This is an optimization exercise on Yosys and OpenROAD, whose aim is small area, not a production implementation.
In this exercise RTL edits were held to simulation tests only and were not proved equivalent to the original.
The clock port is modelled as an ideal driver, which makes a skipped or thinned clock tree look cheaper than it is; a real chip needs a root buffer or a tree.
Power figures rest on the tool's default switching activity, not on a simulated workload.

// reactiontimer
module reactiontimer(keybutton, selection, trig, echo, cin, rst, segments, d, led);
	input cin;
	input rst;
	input [1:0] keybutton;
	input [9:0] selection;
	output [41:0] segments;
	output d;
	output [9:0] led;
	input echo;
	output trig;
	wire key0 = keybutton[0];
	wire key1 = keybutton[1];
	wire sel9 = selection[9];
	wire sel8 = selection[8];
	wire sel0 = selection[0];
	reg [13:0] ph;
	reg [1:0] m3;
	wire [14:0] phc;
	assign phc[0] = 1'b1;
	wire ph_wrap = rst | (ph[13] & ph[10] & ph[9] & ph[8] & ph[3] & ph[2] & ph[1] & ph[0]);  
	genvar gi;
	generate
		for (gi = 0; gi < 14; gi = gi + 1) begin : phbit
			assign phc[gi+1] = phc[gi] & ph[gi];
			always @(posedge cin)
				ph[gi] <= ~ph_wrap & (ph[gi] ^ phc[gi]);
		end
	endgenerate
	always @(posedge cin)
		m3 <= {~rst & m3[0], ~rst & ~m3[0] & ~m3[1]};
	wire tick = m3[1] & ~ph[0];
	wire one_us = ~ph[0];
	assign trig = ~(|ph[13:5]) & (|ph[4:0]) & ~(ph[4] & (ph[3] | (ph[2] & (ph[1] | ph[0]))));
	reg [1:0] k;
	always @(*) begin
		case ({ph[2:0], m3})
			5'b000_00: k = 2'd0;  5'b000_01: k = 2'd3;  5'b000_10: k = 2'd1;
			5'b001_00: k = 2'd2;  5'b001_01: k = 2'd0;  5'b001_10: k = 2'd3;
			5'b010_00: k = 2'd3;  5'b010_01: k = 2'd2;  5'b010_10: k = 2'd0;
			5'b011_00: k = 2'd1;  5'b011_01: k = 2'd3;  5'b011_10: k = 2'd2;
			5'b100_00: k = 2'd2;  5'b100_01: k = 2'd1;  5'b100_10: k = 2'd3;
			5'b101_00: k = 2'd0;  5'b101_01: k = 2'd2;  5'b101_10: k = 2'd1;
			5'b110_00: k = 2'd1;  5'b110_01: k = 2'd0;  5'b110_10: k = 2'd2;
			5'b111_00: k = 2'd3;  5'b111_01: k = 2'd1;  5'b111_10: k = 2'd0;
			default: k = 2'd0;
		endcase
	end
	reg [9:0] usc;
	reg dist_gt;
	wire usc_sat = usc[9] & usc[8] & usc[7] & usc[5];
	wire usc_clr = rst | (one_us & ~echo);
	wire [10:0] usc_c;
	assign usc_c[0] = one_us & echo & ~usc_sat;
	generate
		for (gi = 0; gi < 10; gi = gi + 1) begin : usbit
			assign usc_c[gi+1] = usc_c[gi] & usc[gi];
			always @(posedge cin)
  ...
Size in the first run: roughly 950 cells after synthesis, ~69 I/O pins, roughly 7200 µm² of cells after synthesis.
clock: 20.0 ns
lec_check: 0
cap_margin: 20
core_margin: 2
core_utilization: 40
slew_margin: 20
standard.sh (not shown) runs the stock make flow with config.mk's settings and CLKGATE_MAP_FILE= SYNTH_SCRIPT=/design/flow/synth_recipe.tcl, a recipe that flattens the netlist after the stock synthesis.
==> flow/flow/run.sh <==
#!/bin/bash
# Own layout flow: the standard ORFS flow with the standard synthesis
# unchanged, and these changes:
#  - after the standard synthesis, its combinational logic is mapped again
#    for least area by remap.sh (registers, their names and cell types kept);
#  - ports are buffered with the smallest buffer (buf_1);
#  - before placement repair, sized-up gates are set back to their smallest
#    size (downsize.tcl), and repair_design sizes up where it must;
#  - the clock tree is built by clocktree.tcl (a root buffer and one leaf
#    buffer per compact group of 16 registers) in place of TritonCTS.
# Each tool's output is in the ORFS logs under orfs/logs and in remap.log;
# the make output is in standard.log.
set -euo pipefail
here=$(pwd)
export TMPDIR="$here/tmp"
mkdir -p "$TMPDIR"
res="$here/orfs/results/$FLOW_PLATFORM/reactiontimer/base"
bash standard.sh "$res/1_2_yosys.v" > standard_synth.log 2>&1
cp "$res/1_2_yosys.v" "$here/standard_1_2_yosys.v"
bash flow/remap.sh "$here/standard_1_2_yosys.v" "$res/1_2_yosys.v" "$here/remap.log"
export BUFFER_PORTS_ARGS="-buffer_cell sky130_fd_sc_hd__buf_1"
export PRE_RESIZE_TCL="$here/flow/downsize.tcl"
export PRE_CTS_TCL="$here/flow/clocktree.tcl"
bash standard.sh > standard.log 2>&1
Other scripts of this flow, unchanged in this note and not shown: flow/flow/clocktree.tcl, flow/flow/downsize.tcl, flow/flow/remap.abc, flow/flow/remap.sh
The starting point produced a clean layout.
Next try:
--- a/flow/design.v
+++ b/flow/design.v
@@ -42,20 +42,20 @@
 			5'b101_00: k = 2'd0;  5'b101_01: k = 2'd2;  5'b101_10: k = 2'd1;
 			5'b110_00: k = 2'd1;  5'b110_01: k = 2'd0;  5'b110_10: k = 2'd2;
 			5'b111_00: k = 2'd3;  5'b111_01: k = 2'd1;  5'b111_10: k = 2'd0;
 			default: k = 2'd0;
 		endcase
 	end
-	reg [9:0] usc;
+	reg [32:0] usc;
 	reg dist_gt;
-	wire usc_sat = usc[9] & usc[8] & usc[7] & usc[5];
+	wire usc_sat = (|usc[32:10]) | (usc[9] & usc[8] & usc[7] & (usc[6] | usc[5]));
 	wire usc_clr = rst | (one_us & ~echo);
-	wire [10:0] usc_c;
-	assign usc_c[0] = one_us & echo & ~usc_sat;
-	generate
-		for (gi = 0; gi < 10; gi = gi + 1) begin : usbit
+	wire [33:0] usc_c;
+	assign usc_c[0] = one_us & echo;
+	generate
+		for (gi = 0; gi < 33; gi = gi + 1) begin : usbit
 			assign usc_c[gi+1] = usc_c[gi] & usc[gi];
 			always @(posedge cin)
 				usc[gi] <= ~usc_clr & (usc[gi] ^ usc_c[gi]);
 		end
 	endgenerate
 	wire dist_ld = one_us & ~echo & (|usc);
@@ -98,36 +98,34 @@
 	reg s2_q;               
 	reg [3:0] li;           
 	wire [7:0] light2 = {8{s2_q}} & {li[3:2] == 2'd3, li[3:2] == 2'd2, li[3:2] == 2'd1, li[3:2] == 2'd0,
 	                                 li[1:0] == 2'd3, li[1:0] == 2'd2, li[1:0] == 2'd1, li[1:0] == 2'd0};
 	always @(posedge cin) begin
 		W <= ~rst & sel9 & ~key1;
-		y <= ~rst & (~sel9 | flag);
+		y <= ~sel9 | flag;
 		signal2 <= ~rst & sel9 & s2 & s1;
 		s1 <= ~rst & ((W & ~s1) | (~y & s1));
 		s2_q <= ~rst & signal2;
-		flag <= ~rst & (light2 == selection[7:0]) & s2_q;
-		if (rst)
-			li <= 4'd0;
-		else if (~s2_q)
+		flag <= (light2 == selection[7:0]) & s2_q;
+		if (~s2_q)
 			li <= {k, ph[1:0]};
 	end
 	reg [10:0] u2;
 	reg s2;
 	wire u2_end = &u2;
 	wire [11:0] u2_c;
 	assign u2_c[0] = tick & ~u2_end;
 	generate
 		for (gi = 0; gi < 11; gi = gi + 1) begin : dc2bit
 			assign u2_c[gi+1] = u2_c[gi] & u2[gi];
 			always @(posedge cin)
-				u2[gi] <= rst | (W ? ((11'd547 >> gi) & 1'b1) : (u2[gi] ^ u2_c[gi]));
-		end
-	endgenerate
-	always @(posedge cin)
-		s2 <= ~rst & ~W & (tick ? u2_end : s2);
+				u2[gi] <= W ? ((11'd547 >> gi) & 1'b1) : (u2[gi] ^ u2_c[gi]);
+		end
+	endgenerate
+	always @(posedge cin)
+		s2 <= ~W & (tick ? u2_end : s2);
 	reg m_p, m_pp, m_started, r34;
 	always @(posedge cin) begin
 		if (rst) begin
 			m_p <= 1'b0;
 			m_pp <= 1'b0;
 			m_started <= 1'b0;
@@ -138,13 +136,13 @@
 			m_pp <= m_started ? m_p : ~sel9;
 			m_started <= 1'b1;
 		end
 	end
 	reg R;
 	always @(posedge cin)
-		R <= ~rst & ((~b & ~key0 & ~sel9) | (~signal2 & ~key1 & sel9) | r34);
+		R <= (~b & ~key0 & ~sel9) | (~signal2 & ~key1 & sel9) | r34;
 	reg [23:0] o;
 	wire o_clr = rst | R;
 	wire [6:0] en;
 	assign en[0] = tick & (act1 | signal2);
 	generate
 		for (gi = 0; gi < 6; gi = gi + 1) begin : digit
@@ -161,13 +159,13 @@
 	endgenerate
 	reg sw_q, x, b_q;
 	reg [23:0] hs1, hs2;
 	always @(posedge cin) begin
 		sw_q <= ~rst & sel0;
 		x <= ~rst & (x ^ (sel0 & ~sw_q));
-		b_q <= ~rst & b;
+		b_q <= b;
 	end
 	wire o_nz = |o;
 	wire clr_req = sel0 & x;
 	wire [23:0] hsc = b_q ? hs1 : hs2;
 	wire [24:0] lt;          
 	assign lt[0] = 1'b0;
After rerunning:
- die area increases by roughly a tenth
- final area came out higher by roughly a tenth
- routed wire length grows by a few percent
- power grows by roughly a tenth
- synthesized area is higher by roughly a tenth
- register-to-register slack loses 520 ps
No run of this note takes its clock network from TritonCTS; it comes from the design's own scripts or RTL.


reactiontimer, a different RTL version from the one above (not shown whole).
For scale: roughly 1000 cells after synthesis, about 69 I/O pins, roughly 0.0080 mm^2 of cells after synthesis.
clock: 20.0 ns
lec_check: 0
cap_margin: 20
core_margin: 2
core_utilization: 40
slew_margin: 20
Scripts as last shown in full above: flow/flow/run.sh
Other scripts of this flow, unchanged in this note and not shown: flow/flow/clocktree.tcl, flow/flow/downsize.tcl, flow/flow/remap.abc, flow/flow/remap.sh
Next try:
--- a/flow/design.v
+++ b/flow/design.v
@@ -36,32 +36,32 @@
 		case ({ph[2:0], m3})
 			5'b000_00: k = 2'd0;  5'b000_01: k = 2'd3;  5'b000_10: k = 2'd1;
 			5'b001_00: k = 2'd2;  5'b001_01: k = 2'd0;  5'b001_10: k = 2'd3;
 			5'b010_00: k = 2'd3;  5'b010_01: k = 2'd2;  5'b010_10: k = 2'd0;
 			5'b011_00: k = 2'd1;  5'b011_01: k = 2'd3;  5'b011_10: k = 2'd2;
 			5'b100_00: k = 2'd2;  5'b100_01: k = 2'd1;  5'b100_10: k = 2'd3;
 			5'b101_00: k = 2'd0;  5'b101_01: k = 2'd2;  5'b101_10: k = 2'd1;
 			5'b110_00: k = 2'd1;  5'b110_01: k = 2'd0;  5'b110_10: k = 2'd2;
 			5'b111_00: k = 2'd3;  5'b111_01: k = 2'd1;  5'b111_10: k = 2'd0;
 			default: k = 2'd0;
 		endcase
 	end
-	reg [32:0] usc;
+	reg [9:0] usc;
 	reg dist_gt;
-	wire usc_sat = (|usc[32:10]) | (usc[9] & usc[8] & usc[7] & (usc[6] | usc[5]));
+	wire usc_sat = usc[9] & usc[8] & usc[7] & usc[5];
 	wire usc_clr = rst | (one_us & ~echo);
-	wire [33:0] usc_c;
-	assign usc_c[0] = one_us & echo;
-	generate
-		for (gi = 0; gi < 33; gi = gi + 1) begin : usbit
+	wire [10:0] usc_c;
+	assign usc_c[0] = one_us & echo & ~usc_sat;
+	generate
+		for (gi = 0; gi < 10; gi = gi + 1) begin : usbit
 			assign usc_c[gi+1] = usc_c[gi] & usc[gi];
 			always @(posedge cin)
 				usc[gi] <= ~usc_clr & (usc[gi] ^ usc_c[gi]);
 		end
 	endgenerate
 	wire dist_ld = one_us & ~echo & (|usc);
 	always @(posedge cin)
 		dist_gt <= ~rst & (dist_ld ? usc_sat : dist_gt);
 	reg b_gt, stop;
 	always @(posedge cin) begin
 		b_gt <= ~rst & (tick ? dist_gt : b_gt);
 		stop <= ~rst & (tick ? (key0 & b_gt) : stop);
@@ -92,88 +92,86 @@
 	always @(posedge cin) begin
 		decide <= ~rst & decide_next;
 		b <= ~rst & ~sel9 & (b ^ (decide_next & ~decide));
 		act1 <= ~rst & ~sel9 & b & a1;
 	end
 	reg W, y, s1, signal2, flag;
 	reg s2_q;               
 	reg [3:0] li;           
 	wire [7:0] light2 = {8{s2_q}} & {li[3:2] == 2'd3, li[3:2] == 2'd2, li[3:2] == 2'd1, li[3:2] == 2'd0,
 	                                 li[1:0] == 2'd3, li[1:0] == 2'd2, li[1:0] == 2'd1, li[1:0] == 2'd0};
 	always @(posedge cin) begin
 		W <= ~rst & sel9 & ~key1;
-		y <= ~rst & (~sel9 | flag);
+		y <= ~sel9 | flag;
 		signal2 <= ~rst & sel9 & s2 & s1;
 		s1 <= ~rst & ((W & ~s1) | (~y & s1));
 		s2_q <= ~rst & signal2;
-		flag <= ~rst & (light2 == selection[7:0]) & s2_q;
-		if (rst)
-			li <= 4'd0;
-		else if (~s2_q)
+		flag <= (light2 == selection[7:0]) & s2_q;
+		if (~s2_q)
 			li <= {k, ph[1:0]};
 	end
 	reg [10:0] u2;
 	reg s2;
 	wire u2_end = &u2;
 	wire [11:0] u2_c;
 	assign u2_c[0] = tick & ~u2_end;
 	generate
 		for (gi = 0; gi < 11; gi = gi + 1) begin : dc2bit
 			assign u2_c[gi+1] = u2_c[gi] & u2[gi];
 			always @(posedge cin)
-				u2[gi] <= rst | (W ? ((11'd547 >> gi) & 1'b1) : (u2[gi] ^ u2_c[gi]));
-		end
-	endgenerate
-	always @(posedge cin)
-		s2 <= ~rst & ~W & (tick ? u2_end : s2);
+				u2[gi] <= W ? ((11'd547 >> gi) & 1'b1) : (u2[gi] ^ u2_c[gi]);
+		end
+	endgenerate
+	always @(posedge cin)
+		s2 <= ~W & (tick ? u2_end : s2);
 	reg m_p, m_pp, m_started, r34;
 	always @(posedge cin) begin
 		if (rst) begin
 			m_p <= 1'b0;
 			m_pp <= 1'b0;
 			m_started <= 1'b0;
 			r34 <= 1'b0;
 		end else if (tick) begin
 			r34 <= m_p ^ m_pp;
 			m_p <= sel9;
 			m_pp <= m_started ? m_p : ~sel9;
 			m_started <= 1'b1;
 		end
 	end
 	reg R;
 	always @(posedge cin)
-		R <= ~rst & ((~b & ~key0 & ~sel9) | (~signal2 & ~key1 & sel9) | r34);
+		R <= (~b & ~key0 & ~sel9) | (~signal2 & ~key1 & sel9) | r34;
 	reg [23:0] o;
 	wire o_clr = rst | R;
 	wire [6:0] en;
 	assign en[0] = tick & (act1 | signal2);
 	generate
 		for (gi = 0; gi < 6; gi = gi + 1) begin : digit
 			wire [3:0] q = o[4*gi+3:4*gi];
 			wire e = en[gi];
 			assign en[gi+1] = e & ((q[3] & q[2]));
 			always @(posedge cin) begin
 				o[4*gi]   <= ~o_clr & (q[0] ^ (e & (q[3] | ~q[0] | q[1])));
 				o[4*gi+1] <= ~o_clr & (q[1] ^ (e & (q[0])));
 				o[4*gi+2] <= ~o_clr & (q[2] ^ (e & (q[1])));
 				o[4*gi+3] <= ~o_clr & (q[3] ^ (e & ((q[2] & q[1]))));
 			end
 		end
 	endgenerate
 	reg sw_q, x, b_q;
 	reg [23:0] hs1, hs2;
 	always @(posedge cin) begin
 		sw_q <= ~rst & sel0;
 		x <= ~rst & (x ^ (sel0 & ~sw_q));
-		b_q <= ~rst & b;
+		b_q <= b;
 	end
 	wire o_nz = |o;
 	wire clr_req = sel0 & x;
 	wire [23:0] hsc = b_q ? hs1 : hs2;
 	wire [24:0] lt;          
 	assign lt[0] = 1'b0;
 	generate
 		for (gi = 0; gi < 24; gi = gi + 1) begin : cmp
 			assign lt[gi+1] = (~o[gi] & hsc[gi]) | (~o[gi] & lt[gi]) | (hsc[gi] & lt[gi]);
 		end
 	endgenerate
 	wire better = o_nz & (~(|hsc) | lt[24]);
=> Synthesized area fell by 12%; die area fell by about 12%; power fell by about 11%; final cell count fell by about 13%; wire length fell by about 11%; worst hold slack is better by 0.0067 ns; design area fell by 12%; combinational power fell by 4.6%; worst setup slack is better by 0.091 ns.
In every run of this note, the design's own scripts or RTL, not TritonCTS, make the clock network.

## re-timing with driven ports
Ports are ideal in the flow. The routed layouts listed here were re-timed in OpenROAD. Step 1: set_driving_cell puts a clkbuf_16 on cin and a buf_2 on each other input, an assumption about the parent block. Step 2 moves the port delays by t, midway between the first and last clock arrival at a register: inputs arrive t later, outputs are due t later. That takes back most of the time a late clock gives input paths. a / b / c = ideal ports / drivers / drivers and shift; a / b = the first two.
| run | t, ns | setup WS [ns] | worst hold slack (ns) | slew at the worst register clock pin (ns) | pins driven straight from the clock port |
|---|---|---|---|---|---|
| the first run of note 1 | 0.461 | 9.081 / 9.056 / 9.056 | 0.417 / 0.417 / 0.417 | 0.11 / 0.11 | 1 |
| the second run of note 1 | 0.481 | 9.260 / 9.237 / 9.237 | 0.414 / 0.414 / 0.414 | 0.11 / 0.11 | 1 |
| the first run of note 2 | 0.484 | 8.875 / 8.847 / 8.847 | 0.411 / 0.411 / 0.411 | 0.11 / 0.11 | 1 |
| the second run of note 2 | 0.467 | 8.965 / 8.941 / 8.941 | 0.418 / 0.418 / 0.418 | 0.11 / 0.11 | 1 |
After both steps setup and hold are still met in every run listed. The setup slack of the first run of note 2, which loses most, moves by -0.028 ns with the drivers and by -0.028 ns with both steps.
